This is an optimization exercise on Yosys and OpenROAD, whose aim is small area, not a production implementation.
Function was checked by simulation only, so behaviour that the tests miss may differ from the original.
No activity file was given, so power comes from the tool's default toggle rates.

## run A
==> flow/design.v (excerpt) <==
module MyCPU(
  input CLK,
  input RST,
  output [31:0] nextPC,
  output [31:0] currPC,
  input [31:0] InsData,
  output [31:0] IRIns,
  output [5:0] op,
  output [4:0] rs,
  output [4:0] rt,
  output [4:0] rd,
  output [15:0] ID_immediate,
  output RegWre,
  output RegDst,
  output [1:0] J,
  output MEM_Read,
  output MEM_Write,
  output MEMtoReg,
  output ExtSign,
  output [2:0] ALUOp,
  output [31:0] Reg_DataBusA,
  output [31:0] Reg_DataBusB,
  output [4:0] addr,
  output [31:0] extended,
  output [1:0] MEM_Con,
  output [1:0] WB_Con,
  output [2:0] ALUCon,
  output [4:0] ID_EX_Reg_RS,
  output [4:0] ID_EX_Reg_RT,
  output [4:0] ID_EX_Reg_RD,
  output [31:0] ID_EX_Reg_immediate,
  output [31:0] ID_EX_DataBusA,
  output [31:0] ID_EX_DataBusB,
  output [31:0] result,
  output EX_MEM_Write_Con,
  output EX_MEM_Read_Con,
  output [31:0] EX_MEM_ALUOut,
  output EX_MEM_MEMtoReg,
  output EX_MEM_RegWre,
  output [4:0] EX_MEM_Reg_RD,
  output [31:0] rData,
  output WB_RegWre,
  output [31:0] WB_DataBus,
  output [4:0] WB_Reg_RD,
  output stall,
  output [1:0] ForwardA,
  output [1:0] ForwardB,
  output Flash,
  output [1:0] PCSrc
  );
Size in the first run: roughly 7200 cells after synthesis, roughly 2400 flip-flops, ~550 I/O pins, about 88000 µm² of cells after synthesis.
Settings: LEC_CHECK=0, ABC_AREA=1, CAP_MARGIN=20, CORE_MARGIN=2, CORE_UTILIZATION=40, CTS_BUF_LIST=sky130_fd_sc_hd__clkbuf_16, CTS_CLUSTER_DIAMETER=80, CTS_CLUSTER_SIZE=20, GPL_ROUTABILITY_DRIVEN=1, PLACE_DENSITY=0.45, SLEW_MARGIN=20, SYNTH_HIERARCHICAL=1, SYNTH_MINIMUM_KEEP_SIZE=0; clock period 13.0 ns.
standard.sh (not shown) runs the stock make flow with config.mk's settings and CLKGATE_MAP_FILE= SYNTH_SCRIPT=/design/flow/synth_recipe.tcl, a recipe that flattens the netlist after the stock synthesis.
==> flow/flow/run.sh <==
#!/bin/bash
set -euo pipefail
W=$(pwd)
{
  cat <<EOF
proc abc {args} {
  set i [lsearch -exact \$args -script]
  if {\$i >= 0} { lset args [expr {\$i + 1}] $W/flow/nf.abc }
  yosys abc {*}\$args
}
EOF
  cat synth_recipe.tcl
} > my_synth.tcl
bash standard.sh SYNTH_SCRIPT=$W/my_synth.tcl "BUFFER_PORTS_ARGS=-buffer_cell sky130_fd_sc_hd__buf_1" finish > standard.log 2>&1
==> flow/flow/nf.abc <==
strash
&get -n
&dch
&nf -R 1000
&put
The flow did not stop early for run A: all stages ran, and the layout cleared the timing, design-rule and antenna checks.
### run A -> run B
--- a/flow/design.v
+++ b/flow/design.v
@@ -123,88 +123,69 @@
     end else begin
       memc_q <= {MEM_Read, MEM_Write};
       wbc_q <= {MEMtoReg, RegWre};
       aluc_q <= ALUOp;
       exrs_q <= rs_q;
       exrt_q <= ID_RT;
       exrd_q <= addr;
       eximm_q <= extended[16:0];
       exa_q <= Reg_DataBusA;
       exb_q <= Reg_DataBusB;
     end
-  wire [31:0] MEM_ALU_DataBus;
   wire [31:0] rf [1:31];
   reg [31:1] rf_v;
   wire wb_we = WB_RegWre & (WB_Reg_RD != 5'b0);
   wire [31:1] rf_we;
   genvar w, b;
   generate for (w = 1; w < 32; w = w + 1) begin : rfw
     assign rf_we[w] = wb_we & (WB_Reg_RD == w);
     wire enb = ~rf_we[w];
     reg [31:0] q;
     wire [31:0] nq;
     for (b = 0; b < 32; b = b + 1) begin : bt
       cell_hold h(.en(rf_we[w]), .d(WB_DataBus[b]), .enb(enb), .q(q[b]), .y(nq[b]));
     end
     always @(posedge CLK) q <= nq;
     assign rf[w] = q;
   end endgenerate
   always @(posedge CLK or negedge RST)
     if (!RST) rf_v <= 31'b0;
     else rf_v <= rf_v | rf_we;
-  reg ph_p, ph_n;
-  always @(posedge CLK or negedge RST)
-    if (!RST) ph_p <= 1'b0;
-    else ph_p <= ~ph_p;
-  always @(negedge CLK or negedge RST)
-    if (!RST) ph_n <= 1'b0;
-    else ph_n <= ph_p;
-  wire ph = ph_p ^ ph_n;
-  wire [4:0] ra = ph ? rt_q : ir_q[25:21];
-  wire mem_we = EX_MEM_RegWre & (EX_MEM_Reg_RD != 5'b0);
-  wire ext = ph & ExtSign;
-  wire hitM = ~ph & mem_we & (EX_MEM_Reg_RD == ra);
-  wire hitW = wb_we & (WB_Reg_RD == ra);
-  wire [33:0] sel;
-  assign sel[0] = ~ext & ~hitM & hitW;
-  assign sel[32] = ext;
-  assign sel[33] = ~ext & hitM;
+  wire bypA = wb_we & (WB_Reg_RD == rs_q);
+  wire bypB = wb_we & (WB_Reg_RD == rt_q);
+  wire [32:0] selA, selB;
+  assign selA[0] = bypA;
+  assign selA[32] = 1'b0;
+  assign selB[0] = ~ExtSign & bypB;
+  assign selB[32] = ExtSign;
   generate for (w = 1; w < 32; w = w + 1) begin : rsel
-    assign sel[w] = ~ext & ~hitM & ~hitW & rf_v[w] & (ra == w);
+    assign selA[w] = ~bypA & rf_v[w] & (rs_q == w);
+    assign selB[w] = ~ExtSign & ~bypB & rf_v[w] & (rt_q == w);
   end endgenerate
-  wire [31:0] rport;
   generate for (b = 0; b < 32; b = b + 1) begin : rdb
-    wire [33:0] col;
+    wire [32:0] col;
     assign col[0] = WB_DataBus[b];
     assign col[32] = extended[b];
-    assign col[33] = MEM_ALU_DataBus[b];
     for (w = 1; w < 32; w = w + 1) begin : c
       assign col[w] = rf[w][b];
     end
-    cell_mux34 m(.s(sel), .d(col), .y(rport[b]));
+    cell_mux32 ma(.s(selA[31:0]), .d(col[31:0]), .y(Reg_DataBusA[b]));
+    cell_mux33 mb(.s(selB), .d(col), .y(Reg_DataBusB[b]));
   end endgenerate
-  reg [31:0] rdA_q, rdB_q;
-  always @(posedge CLK or negedge RST)
-    if (!RST) rdA_q <= 32'b0;
-    else rdA_q <= Flash ? 32'b0 : rport;
-  always @(negedge CLK or negedge RST)
-    if (!RST) rdB_q <= 32'b0;
-    else rdB_q <= rport;
-  assign Reg_DataBusA = rdA_q;
-  assign Reg_DataBusB = rdB_q;
   wire fwA1 = (EX_MEM_Reg_RD == exrs_q) && (EX_MEM_Reg_RD != 5'b0) && EX_MEM_RegWre;
   wire fwA2 = (WB_Reg_RD == exrs_q) && (WB_Reg_RD != 5'b0) && WB_RegWre;
   wire fwB1 = (EX_MEM_Reg_RD == exrt_q) && (EX_MEM_Reg_RD != 5'b0) && EX_MEM_RegWre;
   wire fwB2 = (WB_Reg_RD == exrt_q) && (WB_Reg_RD != 5'b0) && WB_RegWre;
   assign ForwardA = {~fwA1 & fwA2, fwA1};
   assign ForwardB = {~fwB1 & fwB2, fwB1};
+  wire [31:0] MEM_ALU_DataBus;
   wire [31:0] A = fwA1 ? MEM_ALU_DataBus : fwA2 ? WB_DataBus : exa_q;
   wire [31:0] B = fwB1 ? MEM_ALU_DataBus : fwB2 ? WB_DataBus : exb_q;
   wire [2:0] c = aluc_q;
   wire sub = ~c[2] & (c[1] | c[0]);
   wire [31:0] Bx = B ^ {32{sub}};
   wire [31:0] ag = A & Bx;
   wire [31:0] ap = A ^ Bx;
   reg [31:0] G, P;
   integer l, k;
   always @(*) begin
     G = ag;
@@ -368,26 +349,11 @@
   cell_aoi22 u10(.a1(s[30]), .a2(d[30]), .b1(s[31]), .b2(d[31]), .y(t[10]));
   cell_nand11 n(.x(t), .y(y));
 endmodule
 module cell_mux33(input [32:0] s, input [32:0] d, output y);
   wire [10:0] t;
   genvar i;
   generate for (i = 0; i < 11; i = i + 1) begin : g
     cell_aoi222 u(.a1(s[3*i]), .a2(d[3*i]), .b1(s[3*i+1]), .b2(d[3*i+1]), .c1(s[3*i+2]), .c2(d[3*i+2]), .y(t[i]));
   end endgenerate
   cell_nand11 n(.x(t), .y(y));
 endmodule
-module cell_mux34(input [33:0] s, input [33:0] d, output y);
-  wire [11:0] t;
-  genvar i;
-  generate for (i = 0; i < 11; i = i + 1) begin : g
-    cell_aoi222 u(.a1(s[3*i]), .a2(d[3*i]), .b1(s[3*i+1]), .b2(d[3*i+1]), .c1(s[3*i+2]), .c2(d[3*i+2]), .y(t[i]));
-  end endgenerate
-  cell_nand2 u11(.a(s[33]), .b(d[33]), .y(t[11]));
-  cell_nand12 n(.x(t), .y(y));
-endmodule
-module cell_nand2(input a, input b, output y);
-  assign y = ~(a & b);
-endmodule
-module cell_nand12(input [11:0] x, output y);
-  assign y = ~(&x);
-endmodule
--- outcome ---
- Summary of run B over run A: worst IR drop on VDD increased by about 6% relative to the old numbers, tightest slew margin relative to the limit rose 5.4 points, part of the cycle the worst path needs has decreased.
- For signed area change from the synthesized netlist to the final layout, run A and run B come out practically identical.
- Run B vs run A on clock share of power: run B is the higher one.
- Flip-flop and latch count: run B vs run A down 2.7%
- Compared with run A, run B shows a higher total non-filler cell area in the finished layout.
- Run B reports its capturing instance or port of the critical path as nextPC[4] while run A reports nextPC[16].
- Run A → run B: utilization did not really move, time the final worst path needs with I/O delays and setup went down, number of placement rows went up, routed wire length went up, routed via count went up.
- Compared with run A, in run B clock transition at the registers of the reported paths saw little to no change; count of non-CTS inverters in the layout saw a decrease.

## separate check: timing with driven ports
No port has a modelled driver above. Below, the same layout with a new extraction and two added sets of constraints. Step 1 assumes that a clkbuf_16 drives the clock port and a buf_2 every other input. Step 2 times the ports against the registers' clock, not the clock port: input delays grow and output delays shrink by t, the midpoint of the rising clock arrivals with the driver on. Slacks: ideal ports / drivers / drivers and shift; pairs: ideal ports / drivers.
run: run B
t (ns): 0.924
slack for setup (ns): 0.520 / 0.419 / 1.343
hold WS [ns]: 0.400 / 0.400 / 0.400
worst slew at a driven data input, ns: 0.05
After both steps run B still meets setup and hold. The setup slack of run B moves by -0.101 ns with the drivers and by +0.823 ns with both steps.
